Source: an optimization exercise on an open RTL-to-GDS flow (aim: small area and a short achievable clock period). Production flows keep margins and buffers that such runs may drop.
Where RTL was checked, it was by simulation tests only, not by an equivalence proof against the original.
Power figures rest on the tool's default switching activity, not on a simulated workload. The flow treats the clock pin as an ideal source, which a real chip does not have.

// top
module top(
    clk,
    rst_n,
    ifm0,
    ifm1,
    ifm2,
    ifm0_en,
    ifm1_en,
    ifm2_en,
    w0,
    w1,
    w2,
    w0_en,
    w1_en,
    w2_en,
    obf0_rd_en,
    obf1_rd_en,
    obf2_rd_en,
    obf0_empty,
    obf1_empty,
    obf2_empty,
    obf0_full,
    obf1_full,
    obf2_full,
    obf0_err,
    obf1_err,
    obf2_err,
    obf0_out,
    obf1_out,
    obf2_out
);
parameter DATA_WIDTH=8;
input clk,rst_n;
input ifm0_en,ifm1_en,ifm2_en;
input w0_en,w1_en,w2_en;
input [DATA_WIDTH-1:0] ifm0,ifm1,ifm2;
input [DATA_WIDTH-1:0] w0,w1,w2;
input obf0_rd_en,obf1_rd_en,obf2_rd_en;
output obf0_empty,obf1_empty,obf2_empty;
output obf0_full,obf1_full,obf2_full;
output obf0_err,obf1_err,obf2_err;
output [2*DATA_WIDTH-1:0] obf0_out,obf1_out,obf2_out;
localparam DW = DATA_WIDTH;
wire [2:0] fen [0:2];
wire [2:0] wen [0:2];
wire [DW-1:0] ifm_in [0:2];
wire [DW-1:0] w_in [0:2];
wire ifm_en_in [0:2];
wire w_en_in [0:2];
assign ifm_in[0] = ifm0; assign ifm_in[1] = ifm1; assign ifm_in[2] = ifm2;
assign w_in[0] = w0; assign w_in[1] = w1; assign w_in[2] = w2;
  ...
clock: 5.0 ns
lec_check: 0
cap_margin: 20
core_margin: 2
core_utilization: 40
cts_cluster_diameter: 100
cts_cluster_size: 30
place_density: 0.65
setup_slack_margin: 2.6
slew_margin: 20
standard.sh (not shown) runs the stock make flow with config.mk's settings and CLKGATE_MAP_FILE= SYNTH_SCRIPT=/design/flow/synth_recipe.tcl, a recipe that flattens the netlist after the stock synthesis.
==> flow/flow/run.sh <==
#!/bin/bash
# Layout flow: the standard flow (standard.sh), with two changes:
#  - the port buffers start as buf_2 (repair may still resize them),
#  - clock tree synthesis inserts no dummy loads.
# standard.sh's output goes to standard.log in the work folder; ORFS keeps
# each step's full log under orfs/logs/.
cp standard.sh standard_sh.txt
export BUFFER_PORTS_ARGS="-buffer_cell sky130_fd_sc_hd__buf_2"
export CTS_ARGS="-sink_clustering_enable -repair_clock_nets -sink_clustering_size 30 -sink_clustering_max_diameter 100 -dont_use_dummy_load"
bash standard.sh > standard.log 2>&1
The starting point completed without violations.
Rerun with:
--- a/flow/config.mk
+++ b/flow/config.mk
@@ -8,8 +8,8 @@
 export CAP_MARGIN = 20
 export CORE_MARGIN = 2
-export CORE_UTILIZATION = 40
+export CORE_UTILIZATION = 45
 export CTS_CLUSTER_DIAMETER = 100
 export CTS_CLUSTER_SIZE = 30
-export PLACE_DENSITY = 0.65
+export PLACE_DENSITY = 0.6
 export SETUP_SLACK_MARGIN = 2.6
 export SLEW_MARGIN = 20
Setup slack is worse by 0.016 ns.
Hold slack is better by 0.014 ns.
Wire length increases by about 0.6%.
Synthesized cell count stays the same.
Design area hardly moves.
Rerun with:
--- a/flow/config.mk
+++ b/flow/config.mk
@@ -8,5 +8,5 @@
 export CAP_MARGIN = 20
 export CORE_MARGIN = 2
-export CORE_UTILIZATION = 45
+export CORE_UTILIZATION = 40
 export CTS_CLUSTER_DIAMETER = 100
 export CTS_CLUSTER_SIZE = 30
Effect:
- global-route usage went down by 2.0 points
- count of clock-buffer cells in the layout does not change
- clock skew went up by 0.042 ns
- total power stays flat
- area after synthesis stays the same
- non-clock buffer count went down by 3
- critical path depth went down by 1
- routed wire length went up slightly
Rerun with:
--- a/flow/config.mk
+++ b/flow/config.mk
@@ -12,4 +12,4 @@
 export CTS_CLUSTER_SIZE = 30
 export PLACE_DENSITY = 0.6
-export SETUP_SLACK_MARGIN = 2.6
+export SETUP_SLACK_MARGIN = 2.5
 export SLEW_MARGIN = 20
What happened:
- The changed run went through all stages and came out clean
- cell count hardly moves
- worst setup slack got worse by 0.21 ns
- final area barely changes
- via count went up by 0.79%

---

Another version of the RTL of top (not shown whole).
Size in the first run: about 1,000 flip-flops, ~120 I/O pins, ~0.055 mm2 of cells after synthesis.
make LEC_CHECK=0 CAP_MARGIN=20 CORE_MARGIN=2 CORE_UTILIZATION=40 PLACE_DENSITY=0.6 SLEW_MARGIN=20 finish   # period 5.0 ns
run.sh (not shown) runs the stock make flow with config.mk's settings and CLKGATE_MAP_FILE= SYNTH_SCRIPT=/design/flow/synth_recipe.tcl, a recipe that flattens the netlist after the stock synthesis.
Stock flow here: none of the scripts above is used.
The baseline finished with timing, DRC and antenna clean.
Next try:
--- a/flow/config.mk
+++ b/flow/config.mk
@@ -11,0 +12 @@
+export SETUP_SLACK_MARGIN = 2.0
Outcome: Final cell count increases by 2.7%. Power increases by 1.5%. Flip-flop and latch count is unchanged. Register-to-register slack improved by 650 ps. Setup slack improved by 650 ps. Clock power hardly moves. Clock-buffer cell count increases by 14. Synthesized cell count does not change. Via count increases by 4.0%. Design area increases by 7.4%.

---

== v8 ==
Another version of the RTL of top (not shown whole).
Size in the first run: ~1,500 flip-flops, about 65,000 um2 of cells after synthesis.
clock: 5.0 ns
lec_check: 0
cap_margin: 20
core_margin: 2
core_utilization: 40
cts_cluster_diameter: 100
cts_cluster_size: 30
place_density: 0.6
setup_slack_margin: 2.7
slew_margin: 20
tns_end_percent: 30
standard.sh (not shown) runs the stock make flow with config.mk's settings and CLKGATE_MAP_FILE= SYNTH_SCRIPT=/design/flow/synth_recipe.tcl, a recipe that flattens the netlist after the stock synthesis.
Scripts as last shown in full above: flow/flow/run.sh
v8 finished end to end and its layout was clean on timing, DRC and antenna.
Edits applied to the flow inputs when going from v8 to v24:
--- a/flow/config.mk
+++ b/flow/config.mk
@@ -7,0 +8 @@
+export ABC_AREA = 1
@@ -14 +15 @@
-export SETUP_SLACK_MARGIN = 2.7
+export SETUP_SLACK_MARGIN = 2.8
@@ -16 +16,0 @@
-export TNS_END_PERCENT = 30
==> results.txt <==
Between v8 and v24, the flow reports final design area excluding fillers increasing by a few percent. More vias were needed by v24 than by v8. Compared with v8, in v24 clock period minus final worst setup slack has decreased; post-synth net total has increased; combinational fraction of design power has increased; sequential cell area in the final layout has increased. Endpoint of the worst setup timing path: g_row[1].g_col[1].pe.M[24] -> v8, obf2_out[9] -> v24. Side by side, post-route clock period utilization turned out lower in v24 than in v8. Cmp v8 and v24 / worst-skew pair later-pin latency / higher: v24. Compared to v8, the routing of v24 uses more wire.
The following lists how v6 was set up differently from v24:
--- a/flow/config.mk
+++ b/flow/config.mk
@@ -8 +7,0 @@
-export ABC_AREA = 1
@@ -15 +14 @@
-export SETUP_SLACK_MARGIN = 2.8
+export SETUP_SLACK_MARGIN = 2.5
==> comparison <==
v24: done, clean on timing, DRC and antenna. v6 went all the way through synthesis, placement and routing and the layout is clean on timing, DRC and antenna. The final reports for v6 and v24 show die area lower in the former. v6 vs v24: power density over the cells down. The number of max-slew violations in the final report was comparable across v24 and v6. Summary of v6 over v24: design area shows a reduction of about 4.7%; aggregate routed wire length shows a reduction of about 8%; slack of the critical path shows a reduction of 150 ps; fraction of power consumed by sequential logic shows an increase of 6.9 points. Headroom to the max-slew limit was lower in v6 than in v24. The higher global routing usage on met2 of v24 and v6 is in v24. Global-route wire length before repair is higher on v24.
[inputs] v36 vs v6
==> flow/run.sh (new file) <==
#!/bin/bash
# synth_recipe.tcl (not shown) runs the flow's synth.tcl, then flattens the netlist and writes it again
# the make line also repeats each setting of config.mk as NAME=value (left out here)
make -C /OpenROAD-flow-scripts/flow DESIGN_CONFIG=/design/flow/config.mk WORK_HOME=/design/flow/orfs CLKGATE_MAP_FILE= SYNTH_SCRIPT=/design/flow/synth_recipe.tcl finish
--- a/flow/config.mk
+++ b/flow/config.mk
@@ -14 +14 @@
-export SETUP_SLACK_MARGIN = 2.5
+export SETUP_SLACK_MARGIN = 3.0
removed: flow/flow/run.sh
removed: flow/standard.sh
Results
The final layout from v36, which completed every stage, passed the timing, design-rule and antenna checks at the end of the flow. Largest fanout on the critical path in v36 vs v6: down 17. From v6 to v36 the numbers moved as follows: maximum number of pins on one net before global-route repair went down; global-route track usage on met1 went up.

---

Another version of the RTL of top (not shown whole).
Size in the first run: roughly 5000 cells after synthesis, about 1500 flip-flops, about 0.065 sq mm of cells after synthesis.
==> flow/config.mk <==
export PLATFORM = sky130hd
export DESIGN_NAME = top
export DESIGN_NICKNAME = top
export VERILOG_FILES = /design/flow/design.v
export SDC_FILE = /design/flow/constraint.sdc
export NUM_CORES = 4
export LEC_CHECK = 0
export CAP_MARGIN = 20
export CORE_MARGIN = 2
export CORE_UTILIZATION = 40
export CTS_CLUSTER_DIAMETER = 80
export CTS_CLUSTER_SIZE = 20
export PLACE_DENSITY = 0.6
export SETUP_SLACK_MARGIN = 2.8
export SLEW_MARGIN = 20
==> flow/constraint.sdc <==
create_clock -name core_clock -period 5.0 [get_ports {clk}]
set_input_delay 1.0000 -clock core_clock [delete_from_list [all_inputs] [get_ports {clk}]]
set_output_delay 1.0000 -clock core_clock [all_outputs]
set_load 0.01 [all_outputs]
run.sh (not shown) runs the stock make flow with config.mk's settings and CLKGATE_MAP_FILE= SYNTH_SCRIPT=/design/flow/synth_recipe.tcl, a recipe that flattens the netlist after the stock synthesis.
Stock flow here: none of the scripts above is used.
The baseline went through all stages and came out clean.
Then changed:
- CTS_CLUSTER_DIAMETER: 80 -> 100
- CTS_CLUSTER_SIZE: 20 -> 30
Core utilization came out lower by 0.92 points.
Design area falls by about 2%.
Die area does not change.
Non-clock buffer count stays the same.
Critical path depth stays the same.
Wire length falls by 1.2%.
First-iteration DRC count fell by about 4%.
Global-route usage decreases by 0.24 points.
Setup slack gets worse by 0.017 ns.
Sequential share of layout area rose by 0.96 points.
No functional check of the RTL was part of any run of this note.

---

Another version of the RTL of top (not shown whole).
For scale: ~1500 flip-flops, about 0.065 mm2 of cells after synthesis.
Settings: LEC_CHECK=0, CAP_MARGIN=20, CORE_MARGIN=2, CORE_UTILIZATION=40, PLACE_DENSITY=0.6, SLEW_MARGIN=20; clock period 5.0 ns.
Rerun with:
Settings changed: CTS_CLUSTER_DIAMETER set to 100, CTS_CLUSTER_SIZE set to 30, SETUP_SLACK_MARGIN set to 2.4.
=> Register-to-register slack gains 0.55 ns; core utilization drops by 1.6 points; die area stays the same; first-iteration DRC count drops by 7.0%; maximum frequency climbs by 21%.
Rerun with:
Settings changed: CTS_CLUSTER_DIAMETER 100 to not set, CTS_CLUSTER_SIZE 30 to not set.
Result: The changed run went through all stages and came out clean. Non-clock buffer count went down by 7. Clock-buffer cell count went up by 124. Combinational power is about the same. Area after synthesis stays the same. Global-route usage went up by 0.49 points. Cell area went up by a few percent. Cell count went up by a few percent.
Rerun with:
Settings changed: CTS_BUF_LIST set to sky130_fd_sc_hd__clkbuf_8.
What happened:
- The new run finished clean
- clock skew goes up by 0.012 ns
- combinational power goes up by about 3%
- final area goes down by 0.49%
- maximum frequency goes down by 3.1%
- count of clock-buffer cells in the layout goes up by 91
- worst hold slack gains 0.27 ns
- final cell count goes up by 2.4%
- sequential power hardly moves
- setup slack loses 0.081 ns
- utilization goes down by 0.23 points

## separate check: timing with driven ports
How much do the figures lean on ideal ports? The routed layouts below were timed once more, with nothing changed but the port constraints. Step 1 sets driving cells, clkbuf_16 on the clock port and buf_2 on the other inputs (assumed; they add their load-dependent delay and slew). Step 2 times the ports against the registers' clock, not the clock port: input delays grow and output delays shrink by t, the midpoint of the rising clock arrivals with the driver on. Slacks: no drivers / after step 1 / after step 2; pairs: no drivers / after step 1.
| run | t (ns) | slack for setup (ns) | worst setup path at the end | latest minus earliest clock arrival (ns) |
|---|---|---|---|---|
| the first run of note 1 | 0.754 | 2.641 / 2.577 / 2.438 | input to register | 0.121 / 0.121 |
| the second run of note 1 | 0.771 | 2.625 / 2.599 / 2.535 | input to register | 0.093 / 0.093 |
| the third run of note 1 | 0.758 | 2.669 / 2.594 / 2.470 | input to register | 0.109 / 0.109 |
| the fourth run of note 1 | 0.766 | 2.463 / 2.463 / 2.463 | register to register | 0.123 / 0.123 |
| the first run of note 2 | 0.790 | 1.160 / 1.160 / 1.160 | register to register | 0.056 / 0.056 |
| the second run of note 2 | 0.802 | 1.807 / 1.807 / 1.468 | input to register | 0.069 / 0.069 |
| v8 | 0.746 | 2.612 / 2.561 / 2.483 | input to register | 0.127 / 0.127 |
| v24 | 0.762 | 2.636 / 2.561 / 2.494 | input to register | 0.114 / 0.114 |
| v6 | 0.764 | 2.485 / 2.485 / 2.400 | input to register | 0.089 / 0.089 |
| v36 | 0.782 | 2.654 / 2.599 / 2.311 | input to register | 0.066 / 0.066 |
| the first run of note 4 | 0.787 | 2.623 / 2.545 / 2.263 | input to register | 0.049 / 0.048 |
| the second run of note 4 | 0.794 | 2.606 / 2.528 / 2.286 | input to register | 0.056 / 0.056 |
| the first run of note 5 | 0.863 | 1.864 / 1.864 / 1.864 | register to register | 0.044 / 0.045 |
| the second run of note 5 | 0.800 | 2.409 / 2.404 / 1.999 | input to register | 0.054 / 0.055 |
| the third run of note 5 | 0.881 | 2.418 / 2.385 / 1.998 | input to register | 0.070 / 0.070 |
| the fourth run of note 5 | 1.018 | 2.337 / 2.298 / 1.964 | input to register | 0.067 / 0.067 |
After both steps every run listed still meets setup and hold. The setup slack of the third run of note 5, which loses most, moves by -0.033 ns with the drivers and by -0.420 ns with both steps.
